Source: an optimization exercise on an open RTL-to-GDS flow (aim: small area). Production flows keep margins and buffers that such runs may drop.
In this exercise RTL edits were held to simulation tests only and were not proved equivalent to the original.
Power and IR drop assume default switching activity.

==> flow/design.v <==
module xtea_top(
    input clock, reset, cfg, start,
    input[127:0] data_i, key,
    output busy, ready,
    output[127:0] data_o
);
localparam [31:0] DELTA  = 32'h9E3779B9;
localparam [31:0] NDELTA = 32'h61C88647;
localparam [31:0] DSUM0  = 32'hC6EF3720;
reg busy_r, busyn_r;
reg enc;
reg [4:0] t;
reg [6:0] P;
reg [127:0] R;       
reg [127:0] K;       
reg [1:0] c1, c2;    
reg [2:0] ck;        
reg [4:0] w;         
reg [1:0] V;         
assign busy = busy_r;
assign ready = ready_r;
assign data_o = R;
wire b  = busy_r;
wire bn = busyn_r;
wire pol = ~t[0];
wire last  = &t;
wire first = ~|t;
wire ready_r = busy_r & first & P[6] & P[1] & ~(P[0] ^ enc);
wire tge4  = t[4] | t[3] | t[2];
wire tle26 = ~(t[4] & t[3] & (t[2] | (t[1] & t[0])));
wire p65   = P[6] & P[0];
wire p66   = P[6] & P[1];
wire copy  = p65 | (enc ? p66 : ~|P);
wire fin   = P[6] & (P[1] | P[0] | ~enc);
wire [5:0] r = P[6:1];
wire r4  = ~r[5] & ~r[4] & ~r[3] &  r[2] & ~r[1] & ~r[0];
wire r8  = ~r[5] & ~r[4] &  r[3] & ~r[2] & ~r[1] & ~r[0];
wire r9  = ~r[5] & ~r[4] &  r[3] & ~r[2] & ~r[1] &  r[0];
wire r13 = ~r[5] & ~r[4] &  r[3] &  r[2] & ~r[1] &  r[0];
wire r18 = ~r[5] &  r[4] & ~r[3] & ~r[2] &  r[1] & ~r[0];
wire r22 = ~r[5] &  r[4] & ~r[3] &  r[2] &  r[1] & ~r[0];
wire r23 = ~r[5] &  r[4] & ~r[3] &  r[2] &  r[1] &  r[0];
wire r27 = ~r[5] &  r[4] &  r[3] & ~r[2] &  r[1] &  r[0];
wire vhold = r4 | r13 | r18 | r27 | (enc ? (r9 | r23) : (r8 | r22));
wire [1:0] sela = {r[1] ^ (r[0] & ~enc), r[0]};
wire [1:0] sel  = (P[0] ^ enc) ? V : sela;
wire kbit = sel[1] ? (sel[0] ? K[96] : K[64]) : (sel[0] ? K[32] : K[0]);
wire ktrue = kbit ^ pol;
wire d0   = enc ? DELTA[t] : NDELTA[t];
wire cbit = ~enc & DSUM0[t];
wire [2:0] ckin = ck & {3{~first}};
wire a0 = (r[0] & d0) | (r[5] & w[4]);
wire a1 = r[1] & w[0];
wire a2 = r[2] & w[1];
wire a3 = r[3] & w[2];
wire a4 = r[4] & w[3];
wire s1 = a0 ^ a1 ^ a2,       q1 = (a0 & a1) | (a0 & a2) | (a1 & a2);
wire s2 = a3 ^ a4 ^ cbit,     q2 = (a3 & a4) | (a3 & cbit) | (a4 & cbit);
wire s3 = ktrue ^ ckin[0] ^ s1, q3 = (ktrue & ckin[0]) | (ktrue & s1) | (ckin[0] & s1);
wire kk = s2 ^ s3;
wire q4 = s2 & s3;
wire u1 = q1 ^ q2 ^ q3,       v1 = (q1 & q2) | (q1 & q3) | (q2 & q3);
wire n0 = q4 ^ ckin[1] ^ u1,  v2 = (q4 & ckin[1]) | (q4 & u1) | (ckin[1] & u1);
wire n1 = v1 ^ v2 ^ ckin[2],  n2 = (v1 & v2) | (v1 & ckin[2]) | (v2 & ckin[2]);
wire sub = ~enc;
wire [1:0] xn;
wire [1:0] c1n, c2n;
genvar gj;
generate
    for (gj = 0; gj < 2; gj = gj + 1) begin : g_blk
        wire X   = R[64*gj + 0]  ^ pol;
        wire Yt  = R[64*gj + 32] ^ pol;
        wire Yp5 = R[64*gj + 37] ^ pol;
        wire Ym4 = R[64*gj + 28] ^ pol;
        wire f   = (Ym4 & tge4) ^ (Yp5 & tle26);
        wire c1i = c1[gj] & ~first;
        wire m   = f ^ Yt ^ c1i;
        assign c1n[gj] = (f & Yt) | (f & c1i) | (Yt & c1i);
        wire z   = (m ^ kk) & ~copy;
        wire zz  = z ^ sub;
        wire c2i = first ? sub : c2[gj];
        wire xv  = X ^ zz ^ c2i;
        assign c2n[gj] = (X & zz) | (X & c2i) | (zz & c2i);
        assign xn[gj] = xv ^ t[0] ^ fin;
    end
endgenerate
always @(posedge clock, posedge reset) begin
    if (reset) begin
        busy_r  <= 1'b0;
        busyn_r <= 1'b1;
    end else begin
        busy_r  <= b ? ~ready_r : start;
        busyn_r <= b ? ready_r : ~start;
    end
end
wire [127:0] Kn = {K[96], K[127:97], K[64], K[95:65], K[32], K[63:33], K[0], K[31:1]};
wire [127:0] Rn = {1'b0, R[127:65], 1'b0, R[63:1]};
wire [127:0] Rl = ~((Rn | {128{bn}}) & (data_i | {128{b}}));
always @(posedge clock) begin
    K <= ~((Kn | {128{bn}}) & (key | {128{b}}));
    R[62:0]   <= Rl[62:0];
    R[126:64] <= Rl[126:64];
    R[63]  <= b ? xn[0] : ~data_i[63];
    R[127] <= b ? xn[1] : ~data_i[127];
    if (!b) begin
        enc <= cfg;
        V   <= {~cfg, 1'b0};
        {P, t} <= {6'd0, cfg, 5'd0};
    end else begin
        {P, t} <= {P, t} + 12'd1;
        if (last & P[0] & ~vhold)
            V <= {V[1] ^ V[0] ^ enc, ~V[0]};
    end
    c1 <= c1n;
    c2 <= c2n;
    ck <= {n2, n1, n0};
    w  <= {w[3:0], d0} & {5{~last}};
end
endmodule
==> flow/flow/run.sh <==
#!/bin/bash
# Standard ORFS layout (the standard.sh, standard synthesis unchanged) with
# smaller port buffers and a lighter clock tree.
set -euo pipefail
export BUFFER_PORTS_ARGS="-buffer_cell sky130_fd_sc_hd__buf_1"
export CTS_ARGS="-sink_clustering_enable -repair_clock_nets -dont_use_dummy_load -buf_list sky130_fd_sc_hd__clkbuf_4 -root_buf sky130_fd_sc_hd__clkbuf_4 -sink_clustering_size 9 -sink_clustering_max_diameter 50"
bash standard.sh > standard.log 2>&1
==> flow/standard.sh <==
#!/bin/bash
# synth_recipe.tcl (not shown) runs the flow's synth.tcl, then flattens the netlist and writes it again
# the make line also repeats each setting of config.mk as NAME=value (left out here)
make -C /OpenROAD-flow-scripts/flow DESIGN_CONFIG=/design/flow/config.mk WORK_HOME=/design/flow/orfs CLKGATE_MAP_FILE= SYNTH_SCRIPT=/design/flow/synth_recipe.tcl "${@:-finish}"
==> flow/config.mk <==
export PLATFORM = sky130hd
export DESIGN_NAME = xtea_top
export DESIGN_NICKNAME = xtea_top
export VERILOG_FILES = /design/flow/design.v
export SDC_FILE = /design/flow/constraint.sdc
export NUM_CORES = 4
export LEC_CHECK = 0
export ABC_AREA = 1
export CAP_MARGIN = 20
export CORE_MARGIN = 2
export CORE_UTILIZATION = 65
export PLACE_DENSITY = 0.75
export SLEW_MARGIN = 20
==> flow/constraint.sdc <==
create_clock -name core_clock -period 10.0 [get_ports {clock}]
set_input_delay 2.0000 -clock core_clock [delete_from_list [all_inputs] [get_ports {clock}]]
set_output_delay 2.0000 -clock core_clock [all_outputs]
set_load 0.01 [all_outputs]
==> flow_summary.json, run 1 <==
{
  "ant_nets": 0,
  "critPathCaptureType": "flop",
  "io_buffers": 389,
  "placed_area_mm2": 0.0105,
  "syn2layout_area_growth_pct": 18.9,
  "yosysUniqueCellTypes": 35,
  "syn_area_per_cell_um2": 10.6,
  "routed-via-count": 7926,
  "cp_max_fo": 13,
  "multi_input_area_mm2": 0.00283,
  "ctsLongestPathBuffers": 3,
  "grtUsageMet1_pct": 42.3,
  "cts-root-buf": "clkbuf_4",
  "grt_pass1_vias": 7252,
  "final_cells": 1399,
  "final_cell_mix": "buf_1, dfxtp_1, o22ai_1, nand2_1, inv_1",
  "ctsResizeCount": 0,
  "power_w": 0.00394,
  "grt_max_degree": 107,
  "synth_top_cell_area_share_pct": 62.3,
  "min_period_ns": 4.81,
  "rsz0062_at_grt": "false",
  "yosys_most_used_dff": "dfxtp_1",
  "holdBufCountCts": 0,
  "drive_above_1_share_pct": 5.25,
  "synth.yosys.seq_area_share_pct": 63.5,
  "synth_area_leader_cell": "dfxtp_1",
  "path_depth": 22,
  "viasPerCell": 5.67,
  "post_cts_buffers": 0,
  "nets": 1497,
  "finalCritPeriodShare_pct": 48.1,
  "grt_overflow": 0,
  "run_status": "no timing/DRC/antenna violations",
  "path_class": "reg -> reg",
  "nFillCells": 991,
  "maxCapViolCount": 0,
  "cts_sinks": 285,
  "synth_edf_count": 2,
  "htreeDepth": 2,
  "setup_violations": 0,
  "placedCellCount": 1361,
  "cts_inserted_buffers": 37,
  "core_area_mm2": 0.0137,
  "final-hold-violation-count": 0,
  "r2r_cells": 22,
  "arrival_ns": 5.24,
  "first_iter_violations": 524,
  "pin_count": 390,
  "drc_errors": 0,
  "max_stage_delay_ns": 0.72,
  "p_leak_nw": 4.19,
  "cts_tree": "done",
  "yosysWarningCount": 1,
  "start_util_pct": 65.8,
  "startpoint": "t[0]$_SDFF_PN0_",
  "yosys_register_bits": 285,
  "dr.pass1.iters": 4,
  "grt_use_total_pct": 33.4,
  "grt_use_met3_pct": 9.22,
  "seq_area_mm2": 0.00574,
  "path_common_cell": "nand2_1",
  "hp-start": "K[9]$_DFF_P_",
  "irDropWorstVdd_uv": 219,
  "antenna_found_initial": 1,
  "synth_area_mm2": 0.00903,
  "holdPathStages": 1,
  "path_delay_family": "adder cells",
  "final_common_cell": "buf_1",
  "clock.fmax_mhz": 208,
  "die_x_um": 122,
  "async_flop_share_pct": 0.702,
  "grt_use_met2_pct": 54.9,
  "dpl.hpwl_um": 19100,
  "cp-start-kind": "flop",
  "design_area_mm2": 0.0107,
  "cp_slowest_cell": "dfxtp_1",
  "busiest_layer": "met2",
  "path_clk_slew_ns": 0.10,
  "cp.buffers_inverters": 3,
  "hp-class": "reg -> reg",
  "die_h_um": 122,
  "row_count": 43,
  "clkLatencyLatePin_ns": 0.63,
  "reg2reg_from": "t[0]$_SDFF_PN0_",
  "dieArea_mm2": 0.0149,
  "grt_pass1_wl_um": 37900,
  "finalMaxSlewViolations": 0,
  "synth_area_leaders": "dfxtp_1, o22ai_1, nand2_1",
  "route.detailed.wl_per_inst_um": 18.5,
  "routabilityCongestion": 0.912,
  "p_per_area_mw_per_mm2": 367,
  "syn-num-nets": 1127,
  "tightest_slew_ns": 1.04,
  "postSynthCellCount": 850,
  "slew_headroom_pct": 30.7,
  "skew_ns": 0.0636,
  "cp_cell_sequence": "ha_1 > inv_1 > nand2_1 > o21ai_0 > nand2_1 > nand4_1 > nand2_1 > nand2_1 > nand2_1 > fa_1 > inv_1 > fa_1 > inv_1 > ha_1 > xnor2_1 > nand3_1 > xor2_1 > fa_1 > xnor2_1 > xor2_1 > nand2_1 > o21ai_0",
  "critPathRequiredTime_ns": 10.43,
  "routed_wl_um": 25900,
  "fin_setup_tns_ns": 0
}
-- worst reg2reg max path: stages (launching register included) --
cell and delay [ns]:
dfxtp_1 0.72, ha_1 0.37, inv_1 0.10, nand2_1 0.07
o21ai_0 0.15, nand2_1 0.07, nand4_1 0.10, nand2_1 0.06
nand2_1 0.05, nand2_1 0.06, fa_1 0.48, inv_1 0.05
fa_1 0.52, inv_1 0.04, ha_1 0.34, xnor2_1 0.16
nand3_1 0.10, xor2_1 0.23, fa_1 0.47, xnor2_1 0.15
xor2_1 0.18, nand2_1 0.06, o21ai_0 0.08
-- per-stage QoR --
step / utilization [%] / hold slack [ns] / worst slack [ns]
6_report: 78.3 / 0.392 / 5.19
5_1_grt: 78.3 / 0.420 / 4.83
4_1_cts: 78.3 / 0.386 / 5.17
3_5_place_dp: 76.2 / 0.405 / 5.24
3_3_place_gp: 76.2 / 0.400 / 5.35
2_1_floorplan: - / 0.399 / 5.95
-- cell usage after synthesis (7+ instances only) --
master	number
ha_1	7
clkbuf_1	13
o21ai_0	12
nor2_1	16
o22ai_1	254
xnor2_1	8
buf_1	12
fa_1	10
a21oi_1	10
nand3_1	29
nand2_1	79
inv_1	38
dfxtp_1	281
xor2_1	8
buf_2	33
-- path summary, 6_finish.rpt --
path,to,slack [ns]
worst max-delay path,R[63]$_DFF_P_,5.19
worst min-delay path,K[8]$_DFF_P_,0.39
max in group asynchronous,busyn_r$_DFF_PP1_,8.61
worst max register to register,R[63]$_DFF_P_,5.19
min in group asynchronous,busy_r$_DFF_PP0_,1.20
worst min register to register,K[8]$_DFF_P_,0.39
-- cell type report --
| cell class | count | area share [%] |
|---|---|---|
| Antenna cell | 1 | 0.0233 |
| Clock buffer | 37 | 2.59 |
| Inverter | 44 | 1.58 |
| Multi-Input combinational cell | 459 | 26.4 |
| Sequential cell | 285 | 53.5 |
| Tap cell | 180 | 2.10 |
| Timing Repair Buffer | 393 | 13.9 |
-- per-layer routing --
metal / wire length, µm / vias to the layer above
met4: 805 / 0
met3: 1980 / 55
li1: - / 3833
met5: 0 / -
met1: 10400 / 3713
met2: 12600 / 325
-- sequential cells by signal (all words and copies together), names as in the netlist, 2 cells and up --
signal  cells
K         128
P           7
R         128
V           2
c1          2
c2          2
ck          3
t           5
w           5
-- cell families (layout without fill, tap and decap cells) --
group / after synthesis / after routing / share of synthesized area, %
buffers and inverters: 106 / 474 / 5.13
and+or+nand+nor: 147 / 147 / 7.52
AOI/OAI and AO/OA: 279 / 279 / 19.1
xor gates and xnor gates: 16 / 16 / 1.55
adders and majority gates: 17 / 17 / 3.19
DFF: 285 / 285 / 63.5
other: 0 / 1 / 0
-- power breakdown --
part           leakage, nW  internal, W  switching [W]
Combinational         1.60     0.000637       0.000808
Sequential            2.42      0.00168       0.000301
Clock                0.170     0.000172       0.000341
Total                 4.19      0.00249        0.00145
==> inputs of run 2 (changes only) <==
--- a/flow/config.mk
+++ b/flow/config.mk
@@ -7,3 +7,2 @@
 export LEC_CHECK = 0
-export ABC_AREA = 1
 export CAP_MARGIN = 20
==> run 2 against run 1 <==
Still clean. Total power decreased by 18%. Final cell count decreased by 4.6%. Synthesized area decreased by 0.60%. Hold slack better by 0.0094 ns. Sequential power decreased by 13%. Sequential cell count unchanged. Die area is 0.57% lower. Maximum frequency down 1.3%. Global-route usage rose by 0.26 points. Combinational power down 32%. Setup slack got worse by 0.062 ns. Largest cell class unchanged. Highest routed layer unchanged.
==> flow_summary.json, run 2 <==
{
  "run_status": "no timing/DRC/antenna violations",
  "grt_pass1_vias": 7159,
  "whs_ns": 0.401,
  "cts_sinks": 285,
  "p_per_area_mw_per_mm2": 302,
  "row_count": 42,
  "tightest_slew_ns": 1.09,
  "antenna_found_initial": 0,
  "die_x_um": 122,
  "path_class": "reg -> reg",
  "dr.pass1.iters": 7,
  "yosys_register_bits": 285,
  "rsz0062_at_grt": "false",
  "slew_headroom_pct": 27.4,
  "routed-via-count": 7631,
  "ctsResizeCount": 0,
  "async_flop_share_pct": 0.702,
  "synth_area_leader_cell": "dfxtp_1",
  "die_h_um": 122,
  "ys_top_cells_by_count": "dfxtp_1, o22ai_1, clkbuf_1",
  "fin_setup_tns_ns": 0,
  "synth-simple-area-share_pct": 4.45,
  "final_common_cell": "buf_1",
  "first_iter_violations": 487,
  "synth_area_mm2": 0.00898,
  "viasPerCell": 5.72,
  "yosys_most_used_dff": "dfxtp_1",
  "grt_overflow": 0,
  "nets": 1436,
  "cts_inserted_buffers": 37,
  "postSynthCellCount": 799,
  "synth_edf_count": 2,
  "path_clk_slew_ns": 0.10,
  "routed_wl_um": 25900,
  "clock.fmax_mhz": 205,
  "maxCapViolCount": 0,
  "pin_count": 390,
  "skew_ns": 0.0494,
  "grt_pass1_wl_um": 37500,
  "cts-root-buf": "clkbuf_4",
  "finalCritPeriodShare_pct": 48.7,
  "critPathRequiredTime_ns": 10.43,
  "synthXorXnorAreaFrac_pct": 2.72,
  "drive_above_1_share_pct": 4.15,
  "drc_errors": 0,
  "routabilityCongestion": 0.872,
  "syn2layout_area_growth_pct": 18.8,
  "yosysWarningCount": 1,
  "grt_use_total_pct": 33.6,
  "reg2reg_from": "enc$_DFFE_PN_",
  "grt_max_degree": 107,
  "arrival_ns": 5.30,
  "dpl.hpwl_um": 19200,
  "min_period_ns": 4.87,
  "ctsLongestPathBuffers": 3,
  "synth-compound-area-share_pct": 20.4,
  "synthAdderAreaFrac_pct": 3.21,
  "rr_endpoint": "R[127]$_DFF_P_",
  "p_leak_nw": 3.94,
  "syn_area_per_cell_um2": 11.2,
  "htreeDepth": 2,
  "syn-num-nets": 1076,
  "yosysUniqueCellTypes": 50,
  "ant_nets": 0,
  "io_buffers": 389,
  "design_area_mm2": 0.0107,
  "synth_area_leaders": "dfxtp_1, o22ai_1, fa_1",
  "critPathCaptureType": "flop",
  "placed_area_mm2": 0.0104,
  "yosys.cell_count.top_type": "dfxtp_1",
  "cp_max_fo": 18,
  "holdBufCountCts": 0,
  "cp-start-kind": "flop",
  "route.detailed.wl_per_inst_um": 19.4,
  "worstSetupEndpoint": "R[127]$_DFF_P_",
  "core_area_mm2": 0.0133,
  "clkLatencyLatePin_ns": 0.63,
  "synthMuxAreaShare_pct": 1.06,
  "synth_top_family_by_area": "compound AO/OA/AOI/OAI gates",
  "r2r_slack_ns": 5.13,
  "cts_tree": "done",
  "hp-class": "reg -> reg",
  "final-hold-violation-count": 0,
  "final_cell_mix": "buf_1, dfxtp_1, o22ai_1, clkbuf_4, nor2_1",
  "start_util_pct": 67.2,
  "r2r_cells": 16,
  "synth.yosys.seq_area_share_pct": 63.9,
  "irDropWorstVdd_uv": 197,
  "setup_violations": 0,
  "finalMaxSlewViolations": 0,
  "post_cts_buffers": 0,
  "startpoint": "enc$_DFFE_PN_",
  "dieArea_mm2": 0.0148,
  "synth_top_cell_area_share_pct": 62.7
}
[run 2: cell count changes after synthesis, moves of 4 or more]
cell,delta
buf_1,-8
or3_1,+5
or2_2,-5
clkbuf_1,+33
buf_2,-13
nor2b_1,+5
inv_1,-22
inv_2,-5
and2_1,+7
nand2_1,-61
mux2i_1,+7
nand2_2,-4
nand3_1,-24
xnor2_1,+8
[run 2: area by class of cell]
type / count / area (µm²)
fill: 907 / 2680
antenna: 1 / 2.50
clock buffer: 37 / 278
sequential: 285 / 5740
timing repair buffer: 394 / 1500
multi-input combinational: 424 / 2860
tap: 176 / 220
inverter: 17 / 63.8
[run 2: metal layers]
metal	wire [µm]	vias to the layer above	GRT usage, %
met5	0	-	0
met4	1000	0	14.4
met3	2280	64	9.96
met2	12400	355	53.9
met1	10200	3541	42.6
li1	-	3671	-
[run 2: cell families after synthesis]
kind of cell    Yosys count
compound gates          294
xor+xnor                 27
fa+ha+maj                17
buf+inv                  90
flops                   285
mux                       9
simple gates             77
[run 2: where the power goes]
| part | total, W | leakage, nW | switching, W | internal, W |
|---|---|---|---|---|
| Combinational | 0.000973 | 1.37 | 0.000523 | 0.000450 |
| Sequential | 0.00173 | 2.41 | 0.000245 | 0.00149 |
| Clock | 0.000517 | 0.170 | 0.000345 | 0.000172 |
| Total | 0.00322 | 3.94 | 0.00111 | 0.00211 |
[run 2: per-stage QoR]
stage | utilization [%] | worst slack [ns] | total power (W) | cells
final | 79.9 | 5.13 | 0.00322 | 1334
after global routing | 79.9 | 4.82 | 0.00341 | 1333
after CTS | 79.9 | 5.14 | 0.00323 | 1333
after detailed placement | 77.8 | 5.20 | 0.00272 | 1296
after global placement | 77.8 | 5.33 | 0.00267 | 1296
after floorplan | - | 5.97 | 0.00234 | 799
[run 2: critical path, cell delays in order, from the launching register on]
cell      delay, ns
edfxtp_1       0.71
ha_1           0.52
nand2b_1       0.15
a21oi_1        0.07
o41ai_1        0.46
o21ai_0        0.17
fa_1           0.49
inv_1          0.06
fa_1           0.53
inv_1          0.04
ha_1           0.32
xnor2_1        0.13
nor2_1         0.12
xnor2_1        0.10
fa_1           0.55
xor2_1         0.16
mux2i_1        0.10
[run 2: how the worst min path moves through the flow]
stage / startpoint / to / slack [ns] / cells after the start
after detailed placement: K[4]$_DFF_P_ / K[3]$_DFF_P_ / 0.40 / 1
after global routing: K[30]$_DFF_P_ / K[29]$_DFF_P_ / 0.42 / 1
after global placement: K[80]$_DFF_P_ / K[79]$_DFF_P_ / 0.40 / 1
after CTS: K[123]$_DFF_P_ / K[122]$_DFF_P_ / 0.41 / 1
after floorplan: K[127]$_DFF_P_ / K[126]$_DFF_P_ / 0.40 / 1
final: K[123]$_DFF_P_ / K[122]$_DFF_P_ / 0.40 / 1
==> inputs of run 3 (changes only) <==
--- a/flow/config.mk
+++ b/flow/config.mk
@@ -9,4 +9,4 @@
 export CORE_MARGIN = 2
-export CORE_UTILIZATION = 65
-export PLACE_DENSITY = 0.75
+export CORE_UTILIZATION = 70
+export PLACE_DENSITY = 0.8
 export SLEW_MARGIN = 20
==> run 3 against run 2 <==
Non-clock buffer count fell by 1. Hold slack improved by 0.014 ns. First-iteration DRC count rose by 43%. Clock-buffer cell count did not move. Routed wire length fell by 2.0%. Final cell count fell by 0.37%. Largest power group unchanged. Still clean.
==> flow_summary.json, run 3 <==
{
  "final_common_cell": "buf_1",
  "drive_above_1_share_pct": 4.07,
  "holdBufCountCts": 0,
  "min_period_ns": 4.83,
  "synth_area_leader_cell": "dfxtp_1",
  "switching_share_pct": 34.2,
  "grt_use_met2_pct": 56.6,
  "combPwrFrac_pct": 30.3,
  "grt_pass1_wl_um": 35800,
  "r2r_slack_ns": 5.17,
  "cts_sinks": 285,
  "ctsResizeCount": 0,
  "p_per_area_mw_per_mm2": 301,
  "p_switching_w": 0.00110,
  "routabilityCongestion": 0.865,
  "yosysWarningCount": 1,
  "yosys.cell_count.top_type": "dfxtp_1",
  "finalCritPeriodShare_pct": 48.3,
  "rsz0062_at_grt": "false",
  "grt_overflow": 0,
  "grt_pass1_vias": 7058,
  "clkLatencyLatePin_ns": 0.62,
  "first_iter_violations": 697,
  "post_cts_buffers": 0,
  "synth_edf_count": 2,
  "row_count": 41,
  "cp_max_fo": 18,
  "post-route-util_pct": 84.8,
  "synth_top_cell_area_share_pct": 62.7,
  "p_clk_share_pct": 15.8,
  "syn2layout_area_growth_pct": 18.7,
  "ys_top_cells_by_count": "dfxtp_1, o22ai_1, clkbuf_1",
  "synth_area_mm2": 0.00898,
  "yosys_register_bits": 285,
  "htreeDepth": 2,
  "path_clk_slew_ns": 0.10,
  "clock.fmax_mhz": 207,
  "nFillCells": 742,
  "grt_use_met3_pct": 10.4,
  "p_seq_share_pct": 53.9,
  "skew_ns": 0.0478,
  "fin_setup_tns_ns": 0,
  "cts-root-buf": "clkbuf_4",
  "io_buffers": 389,
  "holdPathEnd": "K[28]$_DFF_P_",
  "intPower_w": 0.00211,
  "grt_use_total_pct": 34.4,
  "pin_count": 390,
  "r2r_cells": 16,
  "start_util_pct": 71.4,
  "postSynthCellCount": 799,
  "critPathRequiredTime_ns": 10.46,
  "dieArea_mm2": 0.0137,
  "hp-class": "reg -> reg",
  "rr_endpoint": "R[63]$_DFF_P_",
  "routed_wl_um": 25400,
  "tightest_slew_ns": 1.06,
  "run_status": "no timing/DRC/antenna violations",
  "finalMaxSlewViolations": 0,
  "final-hold-violation-count": 0,
  "grt_max_degree": 111,
  "maxCapViolCount": 0,
  "cts_tree": "done",
  "final_cell_mix": "buf_1, dfxtp_1, o22ai_1, clkbuf_4, nor2_1",
  "placedCellCount": 1291,
  "ctsLongestPathBuffers": 3,
  "irDropWorstVdd_uv": 236,
  "syn_area_per_cell_um2": 11.2,
  "dr.pass1.iters": 5,
  "busiest_layer": "met2",
  "yosysUniqueCellTypes": 50,
  "ant_nets": 0,
  "die_x_um": 117,
  "slew_headroom_pct": 29.2,
  "yosys_most_used_dff": "dfxtp_1",
  "nets": 1435,
  "die_h_um": 117,
  "antenna_found_initial": 1,
  "synth.yosys.seq_area_share_pct": 63.9,
  "grtUsageMet1_pct": 42.6,
  "final_cells": 1329,
  "critPathCaptureType": "flop",
  "viasPerCell": 5.79,
  "cts_inserted_buffers": 37,
  "async_flop_share_pct": 0.702,
  "whs_ns": 0.415,
  "route.detailed.wl_per_inst_um": 19.1,
  "reg2reg_from": "enc$_DFFE_PN_",
  "path_class": "reg -> reg",
  "cp-start-kind": "flop",
  "holdPathStages": 1,
  "hp-start": "K[29]$_DFF_P_",
  "synth_area_leaders": "dfxtp_1, o22ai_1, fa_1",
  "arrival_ns": 5.30,
  "syn-num-nets": 1076,
  "routed-via-count": 7690,
  "core_area_mm2": 0.0126,
  "p_leak_nw": 3.94,
  "setup_violations": 0,
  "dpl.hpwl_um": 18600,
  "drc_errors": 0
}
[run 3: layout make-up]
cell class	count	area, µm²	share of cell area, %
multi-input cells	424	2860	26.9
diodes	1	2.50	0.0235
well taps	172	215	2.02
clock buffers	37	278	2.61
inverters	17	63.8	0.599
repair buffers	393	1490	14.0
flip-flops and latches	285	5740	53.9
[run 3: routing by layer]
metal | routed length, µm | up-vias
li1 | - | 3675
met1 | 9720 | 3591
met2 | 12700 | 357
met3 | 2140 | 65
met4 | 806 | 2
met5 | 13 | -
[run 3: kinds of logic after synthesis]
group / count (synthesis) / synth area share (%)
AOI/OAI and AO/OA: 294 / 20.4
DFF: 285 / 63.9
buffers and inverters: 90 / 4.21
and+or+nand+nor: 77 / 4.45
xor gates and xnor gates: 27 / 2.72
adders and majority gates: 17 / 3.21
muxes: 9 / 1.06
[run 3: worst max-delay path: stages, from the launching register on]
cell and delay [ns]:
edfxtp_1 0.71, ha_1 0.51, nand2b_1 0.15, a21oi_1 0.07, o41ai_1 0.47, o21ai_0 0.17, fa_1 0.50, inv_1 0.06
fa_1 0.53, inv_1 0.04, ha_1 0.33, xor2_1 0.16, nor2_1 0.12, xnor2_1 0.17, fa_1 0.47, xor2_1 0.16
mux2i_1 0.08
[run 3: how the worst max path moves through the flow]
stage	start	endpoint	slack (ns)	depth (start not counted)
after floorplan	enc$_DFFE_PN_	R[63]$_DFF_P_	5.97	16
after global routing	enc$_DFFE_PN_	R[127]$_DFF_P_	4.86	16
after global placement	enc$_DFFE_PN_	R[63]$_DFF_P_	5.35	16
after CTS	enc$_DFFE_PN_	R[127]$_DFF_P_	5.17	16
final	enc$_DFFE_PN_	R[63]$_DFF_P_	5.17	16
after detailed placement	enc$_DFFE_PN_	R[127]$_DFF_P_	5.19	16
[run 3: power groups by stage]
stage | clock (W) | combinational, W | sequential (W)
global placement | 0 | 0.000917 | 0.00173
detailed placement | 0 | 0.000968 | 0.00174
CTS | 0.000509 | 0.000971 | 0.00172
finish | 0.000506 | 0.000973 | 0.00173
global route | 0.000559 | 0.00109 | 0.00176
floorplan | 0 | 0.000587 | 0.00176
[run 3: through the flow]
step / worst slack, ns / cell area (µm²) / total power, W
finish: 5.17 / 10700 / 0.00321
global route: 4.86 / 10700 / 0.00340
CTS: 5.17 / 10700 / 0.00320
detailed placement: 5.19 / 10400 / 0.00271
global placement: 5.35 / 10400 / 0.00264
floorplan: 5.97 / 8980 / 0.00234

==> static timing again, ports no longer ideal <==
Ports are ideal in the flow. The routed layouts listed here were re-timed in OpenROAD.
Step 1 sets driving cells, clkbuf_16 on the clock port and buf_2 on the other inputs (assumed; they add their load-dependent delay and slew).
Step 2 adds t to the input delays and takes it off the output delays; t is the mean of the earliest and latest rising clock arrival at the registers after step 1. Input paths then give back, and output paths get back, about the clock's delay inside the block.
a / b / c = no drivers / after step 1 / after step 2; a / b = the first two.
run | t (ns) | setup slack, ns | hold slack, ns
run 1 | 0.639 | 5.190 / 5.190 / 5.190 | 0.392 / 0.392 / 0.392
run 2 | 0.635 | 5.127 / 5.127 / 5.127 | 0.401 / 0.401 / 0.401
run 3 | 0.632 | 5.166 / 5.166 / 5.166 | 0.415 / 0.415 / 0.415
After both steps every run listed still meets setup and hold.
